Source: an optimization exercise on an open RTL-to-GDS flow (aim: small area and a short achievable clock period). Production flows keep margins and buffers that such runs may drop. Function was not checked in any run shown here: the RTL went through the layout flow alone. Power figures rest on the tool's default switching activity, not on a simulated workload.

==> flow/design.v (outline; a module is shown in full before it is edited, if it fits) <==
// module half_adder: 9 lines
// module full_adder_one_bit: 12 lines
// module full_adder_four_bit: 13 lines
// module full_adder_sixteen_bit: 13 lines
// module full_adder_thirtytwo_bit: 12 lines
// module and_thirtytwo_bit: 12 lines
// module or_thirtytwo_bit: 12 lines
// module xor_thirtytwo_bit: 12 lines
// module multiplier: 7 lines
// module multiplier_core: 1734 lines
// module divider: 36 lines
// module div_stage1: 980 lines
// module div_stage2: 1159 lines
// module arithmetic_logic_unit: 26 lines
// module ALU_control: 9 lines
// module control: 23 lines
// module program_counter: 11 lines
// module register_files: 66 lines
// module sign_extension: 6 lines
// module shift_register_from_sign_extension: 6 lines
// module shift_register_from_instruction_memory: 6 lines
// module mux_2x1: 8 lines
// module and_gate: 7 lines
// module top_CPU_Design: 68 lines
module top_CPU_Design(
    output logic [31:0] topPCOut,
    input logic clk,
    input logic rst,
    input logic [31:0] instr,
    output logic [31:0] dmem_addr,
    output logic [31:0] dmem_wdata,
    output logic dmem_we,
    output logic dmem_re,
    input logic [31:0] dmem_rdata
    );
  // ...
==> flow/flow/run.sh <==
#!/bin/bash
# The standard layout (standard.sh) with these changes:
# - synthesis: flow/synth.tcl, the standard synthesis with the divider row
#   blocks and the multiplier mapped by ABC area scripts (see synth.tcl);
# - the ports are buffered by buf_2 cells instead of the default delay
#   buffers;
# - clock tree synthesis clusters up to 22 flip-flops per clkbuf_16 leaf
#   buffer, without dummy loads.
# ORFS writes each tool's log under orfs/logs; make's output is in
# standard.log.
set -euo pipefail
F=$(pwd)/flow
export SYNTH_KEEP_MODULES="div_stage1 div_stage2 multiplier"
export MY_ABC_MAP="div_stage1=$F/area_a.script div_stage2=$F/area_a.script multiplier=$F/area_a.script"
export BUFFER_PORTS_ARGS="-buffer_cell sky130_fd_sc_hd__buf_2"
export CTS_ARGS="-sink_clustering_enable -repair_clock_nets -sink_clustering_size 22 -sink_clustering_max_diameter 70 -buf_list sky130_fd_sc_hd__clkbuf_16 -dont_use_dummy_load"
bash standard.sh SYNTH_SCRIPT=$F/synth.tcl finish > standard.log 2>&1
==> flow/flow/area_a.script <==
strash
dch
map -a
topo
stime -c
==> flow/flow/area_b.script <==
strash
&get -n
&st
&dch
&nf -a
&put
topo
stime -c
==> flow/flow/synth.tcl <==
# The standard synthesis (synth_recipe.tcl: ORFS synth.tcl without the fsm
# and share passes, then flattened and renamed), with one change: the
# divider's two row blocks and the multiplier are kept as separate modules
# through technology mapping (SYNTH_KEEP_MODULES) and mapped by ABC with the
# area scripts named in MY_ABC_MAP; the rest of the design is mapped with
# ORFS's standard script as before. Flip-flops are mapped before ABC and are
# the same cells, with the same names, as in the standard synthesis.
proc synth {args} { yosys synth -nofsm -noshare {*}$args }
proc abc {args} {
  set i [lsearch -exact $args -script]
  set d [lsearch -exact $args -D]
  set base $args
  if {$d >= 0} { set base [lreplace $base $d [expr {$d+1}]] }
  foreach item $::env(MY_ABC_MAP) {
    lassign [split $item =] m scr
    yosys abc {*}[lreplace $base $i [expr {$i+1}] -script $scr] $m
  }
  yosys abc {*}$args $::env(DESIGN_NAME)
}
source $::env(SCRIPTS_DIR)/synth.tcl
# left out here: clear keep_hierarchy, flatten, clean up, hide names made inside functions, write 1_2_yosys.v
==> flow/standard.sh <==
#!/bin/bash
# synth_recipe.tcl (not shown) runs the flow's synth.tcl, then flattens the netlist and writes it again
# the make line also repeats each setting of config.mk as NAME=value (left out here)
make -C /OpenROAD-flow-scripts/flow DESIGN_CONFIG=/design/flow/config.mk WORK_HOME=/design/flow/orfs CLKGATE_MAP_FILE= SYNTH_SCRIPT=/design/flow/synth_recipe.tcl "${@:-finish}"
==> flow/config.mk <==
export PLATFORM = sky130hd
export DESIGN_NAME = top_CPU_Design
export DESIGN_NICKNAME = top_CPU_Design
export VERILOG_FILES = /design/flow/design.v
export SDC_FILE = /design/flow/constraint.sdc
export NUM_CORES = 8
export LEC_CHECK = 0
export CAP_MARGIN = 20
export CORE_MARGIN = 2
export CORE_UTILIZATION = 40
export SETUP_SLACK_MARGIN = 5
export SLEW_MARGIN = 20
==> flow/constraint.sdc <==
create_clock -name core_clock -period 360.0 [get_ports {clk}]
set_input_delay 72.0000 -clock core_clock [delete_from_list [all_inputs] [get_ports {clk}]]
set_output_delay 72.0000 -clock core_clock [all_outputs]
set_load 0.01 [all_outputs]
==> summary.txt, run 1 <==
The tools report the sort of element at the start of the critical path as a flip-flop. Summed over all nets, wire length on met3 after detailed routing comes to 59,300 um. TritonCTS built the clock tree. After clock tree synthesis, the flow added hold-fix buffers numbering 0. The cell with the most instances on the worst path was o21ai_0.

Entering global routing, the biggest net connects 63 pins. The logs give 0.00000848 V for the worst ir drop on vdd and 0.118 ns for the final clock skew. Leaving out fill and tap cells, the most frequent cells in the layout are 1,327 x nand2_1, 992 x edfxtp_1, 884 x xor2_1. The number of stages on the worst hold path is 1. The worst hold slack was 0.514 ns; the layout overhead on the synthesized area was 9.56%.

The largest single stage delay on the critical path is 0.83 ns. After routing the design area is 0.0921 mm^2. The run finished with no timing, DRC or antenna violations. The detailed route wirelength on metal2 is 174,000 um, and the proportion of synthesized area in mux cells is 0.354%. Of all flip-flops after synthesis, the portion carrying an async set or reset was 5.26%. The total of clock buffers placed in the layout was 89. Highest metal layer with signal wires: met5. The commonest cells after synthesis are 1,327 x nand2_1, 992 x edfxtp_1, 884 x xor2_1, 624 x o21ai_0. The initial cell density of the core came out at 40.2%. For the final routed database, the setup TNS stands at 0 ns. Leaving out fill and tap cells, the most frequent cell in the layout is nand2_1. The number of enable-type register cells in the synthesized netlist is 992. The root buffer cell chosen for the clock tree is clkbuf_16. The portion of the layout cell area used by non-clock buffers works out to 3.47%. The I/O pin total was 164; the net switching power of the design was 306 uW. The tools report the global-route total usage across every layer as 37.1%.

The largest registers in the layout are u2.g.data: 992 flops, u14.u1.s_nb: 32 flops, u2.pend_data: 32 flops. The clock passes through at most 3 buffers. The number of pins exceeding their max-slew limit in the final report was 0.

25 antenna diodes ended up in the layout. The run gives 3 as the H-tree depth. The run gives 0 as the remaining antenna violation count after routing. In this run the cell area measured after placement is 0.0898 mm^2.

Setup violations remaining at the end of the flow were counted as 0. The peak clock frequency supported by timing is 0.00656 GHz. Counting flops per register, the top entry is u2.g.data.
==> module register_files, before the edit <==
module register_files(
    output logic [31:0] read_Data_One,
    output logic [31:0] read_Data_Two,
    input [31:0] write_Data,
    input [4:0] read_Reg_One_Addr,
    input [4:0] read_Reg_Two_Addr,
    input [4:0] write_Addr,
    input write_Ena,
    input write_Div,
    input [31:0] div_Result,
    input rst,
    input clk
    );
    logic [31:0] rf [0:31];
    logic [31:0] valid, readable;
    logic pend_v, pend_div;
    logic [4:0] pend_tag;
    logic [31:0] pend_data, pend_value;
    always_ff @(posedge clk or posedge rst) begin
        if (rst) pend_v <= 1'b0;
        else pend_v <= write_Ena && (write_Addr != 5'd0);
    end
    always_ff @(posedge clk) begin
        pend_tag <= write_Addr;
        pend_div <= write_Div;
        pend_data <= write_Data;
    end
    assign pend_value = pend_div ? div_Result : pend_data;
    assign rf[0] = 32'd0;
    assign valid[0] = 1'b0;
    assign readable[0] = 1'b0;
    genvar i;
    for (i = 1; i < 32; i++) begin : g_reg
        logic [31:0] data;
        logic v, we;
        assign we = pend_v && (pend_tag == i);
        always_ff @(posedge clk) begin
            if (we) data <= pend_value;
        end
        always_ff @(posedge clk or posedge rst) begin
            if (rst) v <= 1'b0;
            else if (we) v <= 1'b1;
        end
        assign rf[i] = data;
        assign valid[i] = v;
        assign readable[i] = v && !we;
    end
    logic byp1, byp2;
    assign byp1 = pend_v && (pend_tag == read_Reg_One_Addr);
    assign byp2 = pend_v && (pend_tag == read_Reg_Two_Addr);
    logic [31:0] sel1, sel2;
    assign sel1[0] = 1'b0;
    assign sel2[0] = 1'b0;
    for (i = 1; i < 32; i++) begin : g_sel
        assign sel1[i] = (read_Reg_One_Addr == i) && readable[i];
        assign sel2[i] = (read_Reg_Two_Addr == i) && readable[i];
    end
    always_comb begin
        read_Data_One = pend_value & {32{byp1}};
        read_Data_Two = pend_value & {32{byp2}};
        for (int k = 1; k < 32; k++) begin
            read_Data_One = read_Data_One | (rf[k] & {32{sel1[k]}});
            read_Data_Two = read_Data_Two | (rf[k] & {32{sel2[k]}});
        end
    end
endmodule
==> run 2: changes to the inputs <==
--- a/flow/design.v
+++ b/flow/design.v
@@ -1880,20 +1880,198 @@
 endmodule
 module div_stage1(
     output logic [20:0] R,
     output logic [20:0] q,
     input  logic [31:0] a,
     input  logic [31:0] nb
     );
     logic [31:0] z1;
+    logic z1_l0_1;
+    assign z1_l0_1 = nb[30] & nb[31];
+    logic z1_l0_3;
+    assign z1_l0_3 = nb[28] & nb[29];
+    logic z1_l0_5;
+    assign z1_l0_5 = nb[26] & nb[27];
+    logic z1_l0_7;
+    assign z1_l0_7 = nb[24] & nb[25];
+    logic z1_l0_9;
+    assign z1_l0_9 = nb[22] & nb[23];
+    logic z1_l0_11;
+    assign z1_l0_11 = nb[20] & nb[21];
+    logic z1_l0_13;
+    assign z1_l0_13 = nb[18] & nb[19];
+    logic z1_l0_15;
+    assign z1_l0_15 = nb[16] & nb[17];
+    logic z1_l0_17;
+    assign z1_l0_17 = nb[14] & nb[15];
+    logic z1_l0_19;
+    assign z1_l0_19 = nb[12] & nb[13];
+    logic z1_l0_21;
+    assign z1_l0_21 = nb[10] & nb[11];
+    logic z1_l0_23;
+    assign z1_l0_23 = nb[8] & nb[9];
+    logic z1_l0_25;
+    assign z1_l0_25 = nb[6] & nb[7];
+    logic z1_l0_27;
+    assign z1_l0_27 = nb[4] & nb[5];
+    logic z1_l0_29;
+    assign z1_l0_29 = nb[2] & nb[3];
+    logic z1_l1_2;
+    assign z1_l1_2 = nb[29] & z1_l0_1;
+    logic z1_l1_3;
+    assign z1_l1_3 = z1_l0_3 & z1_l0_1;
+    logic z1_l1_6;
+    assign z1_l1_6 = nb[25] & z1_l0_5;
+    logic z1_l1_7;
+    assign z1_l1_7 = z1_l0_7 & z1_l0_5;
+    logic z1_l1_10;
+    assign z1_l1_10 = nb[21] & z1_l0_9;
+    logic z1_l1_11;
+    assign z1_l1_11 = z1_l0_11 & z1_l0_9;
+    logic z1_l1_14;
+    assign z1_l1_14 = nb[17] & z1_l0_13;
+    logic z1_l1_15;
+    assign z1_l1_15 = z1_l0_15 & z1_l0_13;
+    logic z1_l1_18;
+    assign z1_l1_18 = nb[13] & z1_l0_17;
+    logic z1_l1_19;
+    assign z1_l1_19 = z1_l0_19 & z1_l0_17;
+    logic z1_l1_22;
+    assign z1_l1_22 = nb[9] & z1_l0_21;
+    logic z1_l1_23;
+    assign z1_l1_23 = z1_l0_23 & z1_l0_21;
+    logic z1_l1_26;
+    assign z1_l1_26 = nb[5] & z1_l0_25;
+    logic z1_l1_27;
+    assign z1_l1_27 = z1_l0_27 & z1_l0_25;
+    logic z1_l1_30;
+    assign z1_l1_30 = nb[1] & z1_l0_29;
+    logic z1_l2_4;
+    assign z1_l2_4 = nb[27] & z1_l1_3;
+    logic z1_l2_5;
+    assign z1_l2_5 = z1_l0_5 & z1_l1_3;
+    logic z1_l2_6;
+    assign z1_l2_6 = z1_l1_6 & z1_l1_3;
+    logic z1_l2_7;
+    assign z1_l2_7 = z1_l1_7 & z1_l1_3;
+    logic z1_l2_12;
+    assign z1_l2_12 = nb[19] & z1_l1_11;
+    logic z1_l2_13;
+    assign z1_l2_13 = z1_l0_13 & z1_l1_11;
+    logic z1_l2_14;
+    assign z1_l2_14 = z1_l1_14 & z1_l1_11;
+    logic z1_l2_15;
+    assign z1_l2_15 = z1_l1_15 & z1_l1_11;
+    logic z1_l2_20;
+    assign z1_l2_20 = nb[11] & z1_l1_19;
+    logic z1_l2_21;
+    assign z1_l2_21 = z1_l0_21 & z1_l1_19;
+    logic z1_l2_22;
+    assign z1_l2_22 = z1_l1_22 & z1_l1_19;
+    logic z1_l2_23;
+    assign z1_l2_23 = z1_l1_23 & z1_l1_19;
+    logic z1_l2_28;
+    assign z1_l2_28 = nb[3] & z1_l1_27;
+    logic z1_l2_29;
+    assign z1_l2_29 = z1_l0_29 & z1_l1_27;
+    logic z1_l2_30;
+    assign z1_l2_30 = z1_l1_30 & z1_l1_27;
+    logic z1_l3_8;
+    assign z1_l3_8 = nb[23] & z1_l2_7;
+    logic z1_l3_9;
+    assign z1_l3_9 = z1_l0_9 & z1_l2_7;
+    logic z1_l3_10;
+    assign z1_l3_10 = z1_l1_10 & z1_l2_7;
+    logic z1_l3_11;
+    assign z1_l3_11 = z1_l1_11 & z1_l2_7;
+    logic z1_l3_12;
+    assign z1_l3_12 = z1_l2_12 & z1_l2_7;
+    logic z1_l3_13;
+    assign z1_l3_13 = z1_l2_13 & z1_l2_7;
+    logic z1_l3_14;
+    assign z1_l3_14 = z1_l2_14 & z1_l2_7;
+    logic z1_l3_15;
+    assign z1_l3_15 = z1_l2_15 & z1_l2_7;
+    logic z1_l3_24;
+    assign z1_l3_24 = nb[7] & z1_l2_23;
+    logic z1_l3_25;
+    assign z1_l3_25 = z1_l0_25 & z1_l2_23;
+    logic z1_l3_26;
+    assign z1_l3_26 = z1_l1_26 & z1_l2_23;
+    logic z1_l3_27;
+    assign z1_l3_27 = z1_l1_27 & z1_l2_23;
+    logic z1_l3_28;
+    assign z1_l3_28 = z1_l2_28 & z1_l2_23;
+    logic z1_l3_29;
+    assign z1_l3_29 = z1_l2_29 & z1_l2_23;
+    logic z1_l3_30;
+    assign z1_l3_30 = z1_l2_30 & z1_l2_23;
+    logic z1_l4_16;
+    assign z1_l4_16 = nb[15] & z1_l3_15;
+    logic z1_l4_17;
+    assign z1_l4_17 = z1_l0_17 & z1_l3_15;
+    logic z1_l4_18;
+    assign z1_l4_18 = z1_l1_18 & z1_l3_15;
+    logic z1_l4_19;
+    assign z1_l4_19 = z1_l1_19 & z1_l3_15;
+    logic z1_l4_20;
+    assign z1_l4_20 = z1_l2_20 & z1_l3_15;
+    logic z1_l4_21;
+    assign z1_l4_21 = z1_l2_21 & z1_l3_15;
+    logic z1_l4_22;
+    assign z1_l4_22 = z1_l2_22 & z1_l3_15;
+    logic z1_l4_23;
+    assign z1_l4_23 = z1_l2_23 & z1_l3_15;
+    logic z1_l4_24;
+    assign z1_l4_24 = z1_l3_24 & z1_l3_15;
+    logic z1_l4_25;
+    assign z1_l4_25 = z1_l3_25 & z1_l3_15;
+    logic z1_l4_26;
+    assign z1_l4_26 = z1_l3_26 & z1_l3_15;
+    logic z1_l4_27;
+    assign z1_l4_27 = z1_l3_27 & z1_l3_15;
+    logic z1_l4_28;
+    assign z1_l4_28 = z1_l3_28 & z1_l3_15;
+    logic z1_l4_29;
+    assign z1_l4_29 = z1_l3_29 & z1_l3_15;
+    logic z1_l4_30;
+    assign z1_l4_30 = z1_l3_30 & z1_l3_15;
     assign z1[31] = 1'b1;
-    for (genvar i = 30; i >= 0; i--) begin : g_z
-        assign z1[i] = z1[i+1] & nb[i+1];
-    end
+    assign z1[30] = nb[31];
+    assign z1[29] = z1_l0_1;
+    assign z1[28] = z1_l1_2;
+    assign z1[27] = z1_l1_3;
+    assign z1[26] = z1_l2_4;
+    assign z1[25] = z1_l2_5;
+    assign z1[24] = z1_l2_6;
+    assign z1[23] = z1_l2_7;
+    assign z1[22] = z1_l3_8;
+    assign z1[21] = z1_l3_9;
+    assign z1[20] = z1_l3_10;
+    assign z1[19] = z1_l3_11;
+    assign z1[18] = z1_l3_12;
+    assign z1[17] = z1_l3_13;
+    assign z1[16] = z1_l3_14;
+    assign z1[15] = z1_l3_15;
+    assign z1[14] = z1_l4_16;
+    assign z1[13] = z1_l4_17;
+    assign z1[12] = z1_l4_18;
+    assign z1[11] = z1_l4_19;
+    assign z1[10] = z1_l4_20;
+    assign z1[9] = z1_l4_21;
+    assign z1[8] = z1_l4_22;
+    assign z1[7] = z1_l4_23;
+    assign z1[6] = z1_l4_24;
+    assign z1[5] = z1_l4_25;
+    assign z1[4] = z1_l4_26;
+    assign z1[3] = z1_l4_27;
+    assign z1[2] = z1_l4_28;
+    assign z1[1] = z1_l4_29;
+    assign z1[0] = z1_l4_30;
     logic r0c_1;
     logic r0q_2;
     logic r0R_3;
     logic r1c_4;
     logic r1c_5;
     logic r1q_6;
     logic r1R_7;
     logic r1R_8;
@@ -2860,20 +3038,198 @@
 endmodule
 module div_stage2(
     output logic [10:0] q,
     input  logic [10:0] s_a,
     input  logic [20:0] s_R,
     input  logic [31:0] s_nb
     );
     logic [31:0] z2;
+    logic z2_l0_1;
+    assign z2_l0_1 = s_nb[30] & s_nb[31];
+    logic z2_l0_3;
+    assign z2_l0_3 = s_nb[28] & s_nb[29];
+    logic z2_l0_5;
+    assign z2_l0_5 = s_nb[26] & s_nb[27];
+    logic z2_l0_7;
+    assign z2_l0_7 = s_nb[24] & s_nb[25];
+    logic z2_l0_9;
+    assign z2_l0_9 = s_nb[22] & s_nb[23];
+    logic z2_l0_11;
+    assign z2_l0_11 = s_nb[20] & s_nb[21];
+    logic z2_l0_13;
+    assign z2_l0_13 = s_nb[18] & s_nb[19];
+    logic z2_l0_15;
+    assign z2_l0_15 = s_nb[16] & s_nb[17];
+    logic z2_l0_17;
+    assign z2_l0_17 = s_nb[14] & s_nb[15];
+    logic z2_l0_19;
+    assign z2_l0_19 = s_nb[12] & s_nb[13];
+    logic z2_l0_21;
+    assign z2_l0_21 = s_nb[10] & s_nb[11];
+    logic z2_l0_23;
+    assign z2_l0_23 = s_nb[8] & s_nb[9];
+    logic z2_l0_25;
+    assign z2_l0_25 = s_nb[6] & s_nb[7];
+    logic z2_l0_27;
+    assign z2_l0_27 = s_nb[4] & s_nb[5];
+    logic z2_l0_29;
+    assign z2_l0_29 = s_nb[2] & s_nb[3];
+    logic z2_l1_2;
+    assign z2_l1_2 = s_nb[29] & z2_l0_1;
+    logic z2_l1_3;
+    assign z2_l1_3 = z2_l0_3 & z2_l0_1;
+    logic z2_l1_6;
+    assign z2_l1_6 = s_nb[25] & z2_l0_5;
+    logic z2_l1_7;
+    assign z2_l1_7 = z2_l0_7 & z2_l0_5;
+    logic z2_l1_10;
+    assign z2_l1_10 = s_nb[21] & z2_l0_9;
+    logic z2_l1_11;
+    assign z2_l1_11 = z2_l0_11 & z2_l0_9;
+    logic z2_l1_14;
+    assign z2_l1_14 = s_nb[17] & z2_l0_13;
+    logic z2_l1_15;
+    assign z2_l1_15 = z2_l0_15 & z2_l0_13;
+    logic z2_l1_18;
+    assign z2_l1_18 = s_nb[13] & z2_l0_17;
+    logic z2_l1_19;
+    assign z2_l1_19 = z2_l0_19 & z2_l0_17;
+    logic z2_l1_22;
+    assign z2_l1_22 = s_nb[9] & z2_l0_21;
+    logic z2_l1_23;
+    assign z2_l1_23 = z2_l0_23 & z2_l0_21;
+    logic z2_l1_26;
+    assign z2_l1_26 = s_nb[5] & z2_l0_25;
+    logic z2_l1_27;
+    assign z2_l1_27 = z2_l0_27 & z2_l0_25;
+    logic z2_l1_30;
+    assign z2_l1_30 = s_nb[1] & z2_l0_29;
+    logic z2_l2_4;
+    assign z2_l2_4 = s_nb[27] & z2_l1_3;
+    logic z2_l2_5;
+    assign z2_l2_5 = z2_l0_5 & z2_l1_3;
+    logic z2_l2_6;
+    assign z2_l2_6 = z2_l1_6 & z2_l1_3;
+    logic z2_l2_7;
+    assign z2_l2_7 = z2_l1_7 & z2_l1_3;
+    logic z2_l2_12;
+    assign z2_l2_12 = s_nb[19] & z2_l1_11;
+    logic z2_l2_13;
+    assign z2_l2_13 = z2_l0_13 & z2_l1_11;
+    logic z2_l2_14;
+    assign z2_l2_14 = z2_l1_14 & z2_l1_11;
+    logic z2_l2_15;
+    assign z2_l2_15 = z2_l1_15 & z2_l1_11;
+    logic z2_l2_20;
+    assign z2_l2_20 = s_nb[11] & z2_l1_19;
+    logic z2_l2_21;
+    assign z2_l2_21 = z2_l0_21 & z2_l1_19;
+    logic z2_l2_22;
+    assign z2_l2_22 = z2_l1_22 & z2_l1_19;
+    logic z2_l2_23;
+    assign z2_l2_23 = z2_l1_23 & z2_l1_19;
+    logic z2_l2_28;
+    assign z2_l2_28 = s_nb[3] & z2_l1_27;
+    logic z2_l2_29;
+    assign z2_l2_29 = z2_l0_29 & z2_l1_27;
+    logic z2_l2_30;
+    assign z2_l2_30 = z2_l1_30 & z2_l1_27;
+    logic z2_l3_8;
+    assign z2_l3_8 = s_nb[23] & z2_l2_7;
+    logic z2_l3_9;
+    assign z2_l3_9 = z2_l0_9 & z2_l2_7;
+    logic z2_l3_10;
+    assign z2_l3_10 = z2_l1_10 & z2_l2_7;
+    logic z2_l3_11;
+    assign z2_l3_11 = z2_l1_11 & z2_l2_7;
+    logic z2_l3_12;
+    assign z2_l3_12 = z2_l2_12 & z2_l2_7;
+    logic z2_l3_13;
+    assign z2_l3_13 = z2_l2_13 & z2_l2_7;
+    logic z2_l3_14;
+    assign z2_l3_14 = z2_l2_14 & z2_l2_7;
+    logic z2_l3_15;
+    assign z2_l3_15 = z2_l2_15 & z2_l2_7;
+    logic z2_l3_24;
+    assign z2_l3_24 = s_nb[7] & z2_l2_23;
+    logic z2_l3_25;
+    assign z2_l3_25 = z2_l0_25 & z2_l2_23;
+    logic z2_l3_26;
+    assign z2_l3_26 = z2_l1_26 & z2_l2_23;
+    logic z2_l3_27;
+    assign z2_l3_27 = z2_l1_27 & z2_l2_23;
+    logic z2_l3_28;
+    assign z2_l3_28 = z2_l2_28 & z2_l2_23;
+    logic z2_l3_29;
+    assign z2_l3_29 = z2_l2_29 & z2_l2_23;
+    logic z2_l3_30;
+    assign z2_l3_30 = z2_l2_30 & z2_l2_23;
+    logic z2_l4_16;
+    assign z2_l4_16 = s_nb[15] & z2_l3_15;
+    logic z2_l4_17;
+    assign z2_l4_17 = z2_l0_17 & z2_l3_15;
+    logic z2_l4_18;
+    assign z2_l4_18 = z2_l1_18 & z2_l3_15;
+    logic z2_l4_19;
+    assign z2_l4_19 = z2_l1_19 & z2_l3_15;
+    logic z2_l4_20;
+    assign z2_l4_20 = z2_l2_20 & z2_l3_15;
+    logic z2_l4_21;
+    assign z2_l4_21 = z2_l2_21 & z2_l3_15;
+    logic z2_l4_22;
+    assign z2_l4_22 = z2_l2_22 & z2_l3_15;
+    logic z2_l4_23;
+    assign z2_l4_23 = z2_l2_23 & z2_l3_15;
+    logic z2_l4_24;
+    assign z2_l4_24 = z2_l3_24 & z2_l3_15;
+    logic z2_l4_25;
+    assign z2_l4_25 = z2_l3_25 & z2_l3_15;
+    logic z2_l4_26;
+    assign z2_l4_26 = z2_l3_26 & z2_l3_15;
+    logic z2_l4_27;
+    assign z2_l4_27 = z2_l3_27 & z2_l3_15;
+    logic z2_l4_28;
+    assign z2_l4_28 = z2_l3_28 & z2_l3_15;
+    logic z2_l4_29;
+    assign z2_l4_29 = z2_l3_29 & z2_l3_15;
+    logic z2_l4_30;
+    assign z2_l4_30 = z2_l3_30 & z2_l3_15;
     assign z2[31] = 1'b1;
-    for (genvar i = 30; i >= 0; i--) begin : g_z
-        assign z2[i] = z2[i+1] & s_nb[i+1];
-    end
+    assign z2[30] = s_nb[31];
+    assign z2[29] = z2_l0_1;
+    assign z2[28] = z2_l1_2;
+    assign z2[27] = z2_l1_3;
+    assign z2[26] = z2_l2_4;
+    assign z2[25] = z2_l2_5;
+    assign z2[24] = z2_l2_6;
+    assign z2[23] = z2_l2_7;
+    assign z2[22] = z2_l3_8;
+    assign z2[21] = z2_l3_9;
+    assign z2[20] = z2_l3_10;
+    assign z2[19] = z2_l3_11;
+    assign z2[18] = z2_l3_12;
+    assign z2[17] = z2_l3_13;
+    assign z2[16] = z2_l3_14;
+    assign z2[15] = z2_l3_15;
+    assign z2[14] = z2_l4_16;
+    assign z2[13] = z2_l4_17;
+    assign z2[12] = z2_l4_18;
+    assign z2[11] = z2_l4_19;
+    assign z2[10] = z2_l4_20;
+    assign z2[9] = z2_l4_21;
+    assign z2[8] = z2_l4_22;
+    assign z2[7] = z2_l4_23;
+    assign z2[6] = z2_l4_24;
+    assign z2[5] = z2_l4_25;
+    assign z2[4] = z2_l4_26;
+    assign z2[3] = z2_l4_27;
+    assign z2[2] = z2_l4_28;
+    assign z2[1] = z2_l4_29;
+    assign z2[0] = z2_l4_30;
     logic r21c_1;
     logic r21c_2;
     logic r21c_3;
     logic r21c_4;
     logic r21c_5;
     logic r21c_6;
     logic r21c_7;
     logic r21c_8;
@@ -4137,29 +4493,36 @@
         assign rf[i] = data;
         assign valid[i] = v;
         assign readable[i] = v && !we;
     end
     logic byp1, byp2;
     assign byp1 = pend_v && (pend_tag == read_Reg_One_Addr);
     assign byp2 = pend_v && (pend_tag == read_Reg_Two_Addr);
     logic [31:0] sel1, sel2;
-    assign sel1[0] = 1'b0;
-    assign sel2[0] = 1'b0;
-    for (i = 1; i < 32; i++) begin : g_sel
-        assign sel1[i] = (read_Reg_One_Addr == i) && readable[i];
-        assign sel2[i] = (read_Reg_Two_Addr == i) && readable[i];
+    logic [1023:0] rdata;
+    for (i = 0; i < 31; i++) begin : g_sel
+        assign sel1[i] = (read_Reg_One_Addr == i + 1) && readable[i+1];
+        assign sel2[i] = (read_Reg_Two_Addr == i + 1) && readable[i+1];
+        assign rdata[32*i +: 32] = rf[i+1];
     end
+    assign sel1[31] = byp1;
+    assign sel2[31] = byp2;
+    assign rdata[1023:992] = pend_value;
+    rf_read u_r1(.rd(read_Data_One), .sel(sel1), .data(rdata));
+    rf_read u_r2(.rd(read_Data_Two), .sel(sel2), .data(rdata));
+endmodule
+module rf_read(
+    output logic [31:0] rd,
+    input logic [31:0] sel,
+    input logic [1023:0] data
+    );
     always_comb begin
-        read_Data_One = pend_value & {32{byp1}};
-        read_Data_Two = pend_value & {32{byp2}};
-        for (int k = 1; k < 32; k++) begin
-            read_Data_One = read_Data_One | (rf[k] & {32{sel1[k]}});
-            read_Data_Two = read_Data_Two | (rf[k] & {32{sel2[k]}});
-        end
+        rd = 32'd0;
+        for (int k = 0; k < 32; k++) rd = rd | (data[32*k +: 32] & {32{sel[k]}});
     end
 endmodule
 `timescale 1ns / 1ps
 module sign_extension(
     output [31:0] sign_Extended_Out,
     input [15:0] inp_Instruction
     );
     assign sign_Extended_Out = (inp_Instruction[15]) ? {16'hFFFF , inp_Instruction} : {16'h0000 , inp_Instruction};
==> flow/flow/run.sh (replaced) <==
#!/bin/bash
# The standard layout (standard.sh) with these changes:
# - synthesis: flow/synth.tcl, the standard synthesis with the divider row
#   blocks and the multiplier mapped by ABC area scripts (see synth.tcl);
# - the ports are buffered by buf_2 cells instead of the default delay
#   buffers;
# - clock tree synthesis clusters up to 22 flip-flops per clkbuf_16 leaf
#   buffer, without dummy loads.
# ORFS writes each tool's log under orfs/logs; make's output is in
# standard.log.
set -euo pipefail
F=$(pwd)/flow
export SYNTH_KEEP_MODULES="div_stage1 div_stage2 multiplier rf_read"
export MY_ABC_MAP="div_stage1=$F/area_a.script div_stage2=$F/area_a.script multiplier=$F/area_a.script rf_read=$F/area_b.script"
export BUFFER_PORTS_ARGS="-buffer_cell sky130_fd_sc_hd__buf_2"
export CTS_ARGS="-sink_clustering_enable -repair_clock_nets -sink_clustering_size 22 -sink_clustering_max_diameter 70 -buf_list sky130_fd_sc_hd__clkbuf_16 -dont_use_dummy_load"
bash standard.sh SYNTH_SCRIPT=$F/synth.tcl finish > standard.log 2>&1
==> run 2 against run 1 <==
Net effect:
- sequential share of layout area is 0.78 points higher
- worst setup slack better by 1.2 ns
- synthesized cell count is 4.8% lower
- clock skew is 0.0041 ns lower
- clock-buffer cell count is 8 lower
- clock power is 7.9% lower
- non-clock buffer count is 31 lower
- global-route usage is 5.7 points lower
- first-iteration DRC count is 31% lower
- critical endpoint is now dmem_addr[31]
==> summary.txt, run 2 <==
The run finished with no timing, DRC or antenna violations. The final sum of negative setup slack is 0 ns (unchanged), and the sequential logic power is 161 uW. Cells with a size suffix above 1 make up 8.43% of the layout.

Buffer depth of the longest clock path: 3 (unchanged). The path with the worst hold slack has its endpoint at u2.g_reg[31].v$_DFFE_PP0P_. The run gives 63 (unchanged) as the pin count of the biggest net entering global routing. The cell with the most instances on the worst path was o21ai_0.

For the worst ir drop on vdd, the log shows 0.00000766 V (-9.6%). The register with the most flip-flops in the final layout is u2.g.data. The end of the worst register-to-register path was u14.u1.s_R[16]$_DFF_P_.

The signal arrival time at the worst endpoint came out at 79.31 ns. Summed over all instances, the cell type with the most area after synthesis is edfxtp_1. The slowest stage of the critical path is the xor2_1 cell. Global-route total usage across every layer: 31.4% (-5.7 points). Detailed placement finished with a half-perimeter wire length of 226,000 um. In this run the worst hold path is classified as reg2reg. The count of instances resized after the clock tree is built is 0. The mean instance size in the synthesized netlist came out at 9.82 um^2. The worst path needs 151.31 ns of the cycle, external delays included. The run gives 9,177 as the number of nets in the layout. The net switching power of the design came out at 295 uW (-3.7%). The register with the most flip-flops in the layout has 992 of them. The remaining max-slew budget at the tightest pin came out at 11.9%.

The critical path's largest stage delay was 0.82 ns (about the same); the sum of overflow across all layers after global routing was 0. The worst register-to-register path has a depth of 1,000. The run gives 85.4 uW as the power in the clock group. The wire length per cell was 29.7 um; the H-tree depth was 3 (unchanged). The number of failing hold endpoints at the final stage is 0, and the number of antenna violations at the first check in global routing is 28. The initial cell density of the core was 40.1% (-0.045 points); the share of total power consumed by net switching was 47.2%.

The critical path runs through a total of 548 cells. The tools report the buffer cell driving the clock tree root as clkbuf_16. In the post-route analysis, the smallest setup slack over all paths is 208.69 ns. The number of clock buffers added by TritonCTS is 81. The share of synthesized area in the top cell type comes to 36.3%. The share of the cycle needed by the critical path after routing was 42.0%. The run gives 7 as the first-pass iteration count of the detailed router.

The share of synthesized registers carrying an async set or reset is 5.26% (unchanged), and the clock share of power is 13.7%. The clock latency at the later pin of the worst-skew pair was 0.74 ns; the number of stages on the worst hold path was 1 (unchanged). After detailed placement, the design holds a cell count of 11,300. STA classifies the critical path endpoint as an output pin.

Classification of the worst setup path: reg2out. Number of enable-type register cells in the synthesized netlist: 992 (unchanged). Of the synthesized area, sequential elements account for 41.3%.

Clock tree synthesis found a total of 1,179 sinks. For this design the static power due to leakage is 31.3 nW. Of the total power, registers draw 25.8%. Setup repair after global routing left no endpoint under its margin. The tools report the detailed router's first-iteration violation count as 9,621. The slew of the pin with the lowest slew margin works out to 1.31 ns. Counting both buffers and inverters, the worst setup path holds a total of 16. The peak clock frequency supported by timing is 0.00661 GHz (+0.82%), and the critical-path maximum fanout is 33.

After the flow finishes, the layout carries non-filler instances totaling 11,400. In this design, the largest share of critical-path delay is due to compound AO/OA/AOI/OAI gates. The number of pins exceeding their max-slew limit in the final report is 0 (unchanged). Dividing the detail-routed via count by the number of cells gives 6.35. Per report_power, the Combinational row totals 378 uW. Yosys printed 6 warnings. Counting every instance in the synthesized netlist gives 8,348. The heaviest power group is combinational logic. Most frequent cell after synthesis: nand2_1. The final clock skew was 0.114 ns (-0.00409 ns).

The floorplan step defined a die boundary enclosing 0.209 mm^2. TritonCTS built the clock tree. Area inside the core boundary: 0.204 mm^2. In this run the worst setup path terminates at dmem_addr[31]. By area the synthesized netlist is led by edfxtp_1 36%, xor2_1 9.6%, fa_1 6.0%.

The start point of the critical path is u14.u1.s_nb[2]$_DFF_P_. The internal portion of the total power is 330 uW. The power density of the placed cells was 6.93 mW/mm^2.

Prior to clock tree synthesis, the placed netlist has a worst setup slack of 209.62 ns. In the final layout, the registers with the most flip-flops are u2.g.data: 992 flops, u14.u1.s_nb: 32 flops, u2.pend_data: 32 flops. Input and output buffers added on the ports amount to 161. The via count of the first global-routing pass was 69,500. The floorplan step set the die height to 457 um. The startpoint identified for the worst hold timing path is u2.g_reg[31].v$_DFFE_PP0P_. The logs give 60.6% for the part of the power in combinational logic and 1.04 for the routability congestion estimate from global placement. The most used flip-flop cell after synthesis is edfxtp_1. The I/O pin total came out at 164 (unchanged).

Across all register-to-register paths, the minimum setup slack is 218.90 ns. The total setup buffers inserted after CTS was 0; the wire length of the first global-routing pass was 486,000 um. The remaining antenna violation count after routing came out at 0 (unchanged). The worst register-to-register path begins at u14.u1.s_nb[2]$_DFF_P_.

The number of remaining DRC errors was 0. The final route contains 72,500 vias. From synthesis to final layout, the design area changed by 10.0%. The synthesized design contains 1,179 register bits. Row generation in the floorplan step produced 166 rows.

The cts-stage hold buffer count came out at 0 (unchanged). In the synthesized netlist, the cells that appear most often are 1,287 x nand2_1, 992 x edfxtp_1, 896 x xor2_1, 609 x o21ai_0, 524 x a22oi_1. Measured along the x axis, the die boundary spans 457 um. Number of max-capacitance violations reported: 0. The final layout contains routed wiring with a total length of 339,000 um. After clock tree synthesis, the clock-pin slew on the worst setup and hold paths is 0.05 ns. The sort of element at the start of the critical path is a flip-flop.

The number of different library cells used by synthesis comes to 77. At the worst endpoint, the required time is 288.00 ns. In the layout the commonest cells are 1,287 x nand2_1, 992 x edfxtp_1, 896 x xor2_1.

Most common cell after layout, fill and taps aside: nand2_1. The final-report setup violation count is 0 (unchanged). The mapped netlist covers 0.0820 mm^2.
-- run 2: cell types whose count changed in the layout (fill, tap and decap cells not counted), moves of 48 or more --
cell,delta
nor2_1,-56
nand4_1,+67
or3_1,+70
a221oi_1,+48
inv_1,-52
a2111oi_2,-57
a32oi_1,-75
a22o_1,+64
a22oi_1,+106
-- run 2: metal layers --
layer	track usage, %	vias to the layer above	part of all wire [%]
met5	0	-	0.053
met4	19.9	28	7.7
met3	8.26	1075	11
met2	48.8	4438	44
met1	38.9	35500	37
li1	-	31400	-
-- run 2: Yosys stat by module, one instance, submodules excluded --
module	cell area, um^2	times used	cells	flip-flops and latches
rf_read	4960	2	640	0
multiplier	10500	1	1154	0
div_stage2	9480	1	1700	0
div_stage1	8070	1	1466	0
top_CPU_Design	44000	1	2748	1179
-- run 2: cells by family (layout without fill, tap and decap cells) --
| kind of cell | after synthesis | count (layout) | share of synthesized area, % |
|---|---|---|---|
| AOI/OAI and AO/OA | 2351 | 2351 | 19.5 |
| and+or+nand+nor | 2313 | 2313 | 12.4 |
| xor gates and xnor gates | 1298 | 1298 | 13.9 |
| DFF | 1179 | 1179 | 41.3 |
| buffers and inverters | 750 | 1107 | 3.83 |
| adders and majority gates | 431 | 431 | 8.75 |
| muxes | 25 | 25 | 0.319 |
| other | 1 | 14 | 0.00458 |
-- run 2: area by class of cell --
type / instances / area, um^2
Timing Repair Buffer: 448 / 2980
Fill cell: 19400 / 114000
Multi-Input combinational cell: 6420 / 45800
Sequential cell: 1179 / 33800
Clock buffer: 81 / 2030
Inverter: 578 / 2170
Tap cell: 2688 / 3360
Antenna cell: 12 / 30.0
-- run 2: worst max-delay path by stage --
| stage | from | end | slack (ns) | cells past startpoint |
|---|---|---|---|---|
| after detailed placement | instr[17] | dmem_addr[16] | 209.62 | 23 |
| after global placement | instr[17] | dmem_addr[16] | 209.55 | 23 |
| after floorplan | instr[17] | dmem_addr[30] | 209.18 | 18 |
-- run 2: stage by stage --
step           total power, mW  hold slack, ns  cell area, um^2  utilization, %
6_report                 0.625           0.464            90200            44.2
5_1_grt                  0.670           0.475            90200            44.2
3_5_place_dp             0.534           0.448            88100            43.1
2_1_floorplan            0.461           0.432            82000               -
4_1_cts                  0.622           0.463            90100            44.1
3_3_place_gp             0.532           0.445            88100            43.1
-- run 2: power by group through the flow --
stage	clock network, mW	registers, mW	logic (mW)
after global placement	0	0.164	0.369
after detailed placement	0	0.164	0.371
after floorplan	0	0.163	0.298

re-timing with driven ports:
How much do the figures lean on ideal ports? The routed layouts below were timed once more, with nothing changed but the port constraints. Step 1 (the two cells are an assumption about what drives the block):
set clk [get_ports {clk}]
set_driving_cell -lib_cell sky130_fd_sc_hd__clkbuf_16 $clk
set_driving_cell -lib_cell sky130_fd_sc_hd__buf_2 [delete_from_list [all_inputs] $clk]
Step 2 adds t to the input delays and takes it off the output delays; t is the mean of the earliest and latest rising clock arrival at the registers after step 1. Input paths then give back, and output paths get back, about the clock's delay inside the block. a / b / c = no drivers / after step 1 / after step 2; a / b = the first two.
| run | shift t [ns] | setup WS [ns] | hold WS [ns] | worst setup path after step 2 | worst data-port slew with drivers (ns) |
|---|---|---|---|---|---|
| run 1 | 0.828 | 207.447 / 207.357 / 208.185 | 0.514 / 0.514 / 0.514 | register to output | 0.11 |
| run 2 | 0.776 | 208.694 / 208.603 / 209.345 | 0.464 / 0.464 / 0.464 | input to output | 0.08 |
After both steps setup and hold are still met in every run listed.
